Context: an optimization exercise on an open-source flow, tuned for small area, a short achievable clock period and few clock cycles per item. The choices shown serve that exercise and are no tape-out recipe. Where RTL was checked, it was by simulation tests only, not by an equivalence proof against the original. No activity file was given, so power comes from the tool's default toggle rates.

P:
Design bcrypt_core, start of the top module:
module bcrypt_core (
  input  logic         clk,
  input  logic         reset_l,
  input  logic         start,
  input  logic [4:0]   cost,
  input  logic [127:0] salt,
  input  logic [575:0] key,
  output logic [31:0]  s_addr,
  output logic [3:0]   s_we,
  output logic [127:0] s_wdata,
  input  logic [127:0] s_rdata,
  output logic [191:0] hash,
  output logic         done
);
  localparam logic [575:0] PI_P = 576'h8979fb1b9216d5d9b54709173f84d5b5c97c50ddc0ac29b734e90c6cbe5466cf38d01377452821e6ec4e6c89082efa98299f31d0a40938220370734413198a2e85a308d3243f6a88;
  localparam logic [191:0] CTEXT = {32'h6f756274, 32'h63727944, 32'h64657253, 32'h65686f6c, 32'h65616e42, 32'h4f727068};
  localparam logic [1:0] PH_SALTED = 2'd0,   
                         PH_KEY    = 2'd1,   
                         PH_SALT   = 2'd2,   
                         PH_CTEXT  = 2'd3;   
  localparam logic [9:0] CNT_P0 = 10'd1015;  
  logic         busy, done_r;
  logic [4:0]   k;        
  logic         rot2;     
  logic [1:0]   phase;
  logic [9:0]   cnt;      
  logic [30:0]  iter;
  logic [575:0] P;        
  logic [31:0]  l, r;     
  logic [63:0]  c1, c2;   
  wire in_exp  = (phase != PH_CTEXT);
  wire ppart   = in_exp & cnt[9];
  wire keyen   = in_exp & (cnt == CNT_P0) & ~rot2;
  wire salten  = (phase == PH_SALTED) & (k[4:1] == 4'd0) & ~rot2;
  wire k17     = (k == 5'd17);
  wire exp_end = in_exp & (cnt == 10'd511);
  wire ct_end  = (cnt == 10'd191);
  ...
clock: 10.0 ns
lec_check: 0
cap_margin: 30
core_margin: 2
core_utilization: 40
slew_margin: 40
standard.sh (not shown) runs the stock make flow with config.mk's settings and CLKGATE_MAP_FILE= SYNTH_SCRIPT=/design/flow/synth_recipe.tcl, a recipe that flattens the netlist after the stock synthesis.
==> flow/flow/run.sh <==
#!/bin/bash
# The standard layout, with the ports buffered by buf_2 cells.
set -euo pipefail
export BUFFER_PORTS_ARGS="-buffer_cell sky130_fd_sc_hd__buf_2"
bash standard.sh > standard.log 2>&1
FAIL P @ I/O pin placement (3_2_place_iop): tool exited with error
### P -> Q
Settings: CORE_UTILIZATION changed from 40 to 20; SETUP_SLACK_MARGIN newly set to 3.
==> comparison <==
- Q | stages: all done | timing, DRC, antenna: all pass
- Reported for P and Q, synthesized cell count turned out identical to the last digit.
- Delta (Q minus P): height of the chip went up by about 40%; synthesized net count was more or less identical; cell area after technology mapping was more or less identical.
- Summary of Q over P: count of flip-flops with a built-in enable after synthesis flat; synthesized-area fraction occupied by ao, oa, aoi and oai cells flat; starting density of the core down 20 points.
- Horizontal die dimension (lower): P
No functional check of the RTL was part of any run of this note.

* * *

Setup of run A:
Another version of the RTL of bcrypt_core (not shown whole).
Size in the first run: ~1200 I/O pins.
==> flow/design.v (excerpt) <==
module bcrypt_core (
  input  logic         clk,
  input  logic         reset_l,
  input  logic         start,
  input  logic [4:0]   cost,
  input  logic [127:0] salt,
  input  logic [575:0] key,
  output logic [31:0]  s_addr,
  output logic [3:0]   s_we,
  output logic [127:0] s_wdata,
  input  logic [127:0] s_rdata,
  output logic [191:0] hash,
  output logic         done
);
  localparam logic [575:0] PI_P = 576'h8979fb1b9216d5d9b54709173f84d5b5c97c50ddc0ac29b734e90c6cbe5466cf38d01377452821e6ec4e6c89082efa98299f31d0a40938220370734413198a2e85a308d3243f6a88;
  localparam logic [191:0] CTEXT = {32'h6f756274, 32'h63727944, 32'h64657253, 32'h65686f6c, 32'h65616e42, 32'h4f727068};
  localparam logic [1:0] PH_SALTED = 2'd0,   
                         PH_KEY    = 2'd1,   
                         PH_SALT   = 2'd2,   
                         PH_CTEXT  = 2'd3;   
  localparam logic [9:0] CNT_P0 = 10'd1015;  
  logic         busy, done_r;
  logic [4:0]   k;        
  logic [1:0]   phase;
  logic [9:0]   cnt;      
  logic [575:0] P;        
  logic [31:0]  l, r;     
  ...
Settings: LEC_CHECK=0, CAP_MARGIN=30, CORE_MARGIN=2, CORE_UTILIZATION=20, CTS_CLUSTER_DIAMETER=100, CTS_CLUSTER_SIZE=20, PLACE_DENSITY=0.75, SETUP_SLACK_MARGIN=3, SLEW_MARGIN=40, TNS_END_PERCENT=5; clock period 10.0 ns.
==> flow/flow/run.sh <==
#!/bin/bash
# The standard layout, with the ports buffered by buf_1 cells.
set -euo pipefail
export BUFFER_PORTS_ARGS="-buffer_cell sky130_fd_sc_hd__buf_1"
bash standard.sh > standard.log 2>&1
Final checks on run A, whose flow otherwise completed, came back failing, citing antenna rules.
Testbench counts of run A, summed over its fixed seeds: cycles 681,180, hashes 18.
Here is what was changed in the inputs of run B compared with run A.
==> flow/flow/run.sh <==
#!/bin/bash
# The standard layout, with the ports buffered by buf_1 cells and more rounds
# of antenna repair after detailed routing.
set -euo pipefail
export BUFFER_PORTS_ARGS="-buffer_cell sky130_fd_sc_hd__buf_1"
export MAX_REPAIR_ANTENNAS_ITER_DRT=12
bash standard.sh > standard.log 2>&1
### Flow results
No stage failed in run B, and the final checks on the layout all came back clean.
Between run A and run B, the final cell count without fillers does not differ in any meaningful way.
On power, run B tracks run A almost exactly.
Diff run A -> run B: maximum frequency was more or less identical; final non-filler cell area neither gained nor lost much.
Delta (run B minus run A): wire length saw little to no change; number of vias per cell did not really move.
--- input diff run B..run C ---
Settings: TNS_END_PERCENT no longer set, was 5.
==> flow/flow/run.sh <==
#!/bin/bash
# The standard layout, with the ports buffered by buf_1 cells.
set -euo pipefail
export BUFFER_PORTS_ARGS="-buffer_cell sky130_fd_sc_hd__buf_1"
bash standard.sh > standard.log 2>&1
Results
Between run B and run C, the flow reports non-clock buffer count increasing by a little under 10%. On run C: area growth from synthesis to layout is 6.6 points higher than what run B gave. The core of run C is more densely filled than that of run B.

-- what the ideal ports hide --
The results above use ideal ports. As a check the final layouts listed here were re-extracted and re-timed, cells and wires unchanged.
Step 1: set_driving_cell puts a clkbuf_16 on clk and a buf_2 on each other input, an assumption about the parent block.
Step 2 moves the port delays by t, midway between the first and last clock arrival at a register: inputs arrive t later, outputs are due t later. That takes back most of the time a late clock gives input paths.
Three values: ideal ports, drivers, drivers and shift; two values: the first two.
| run | shift t [ns] | setup slack, ns | pins driven straight from the clock port |
|---|---|---|---|
| Q | 0.789 | 1.333 / 1.286 / 0.837 | 1 |
| run A | 0.685 | 1.666 / 1.593 / 1.635 | 1 |
| run B | 0.685 | 1.666 / 1.593 / 1.635 | 1 |
| run C | 0.690 | 1.787 / 1.689 / 1.689 | 1 |
The setup slack of Q, which loses most, moves by -0.047 ns with the drivers and by -0.496 ns with both steps.
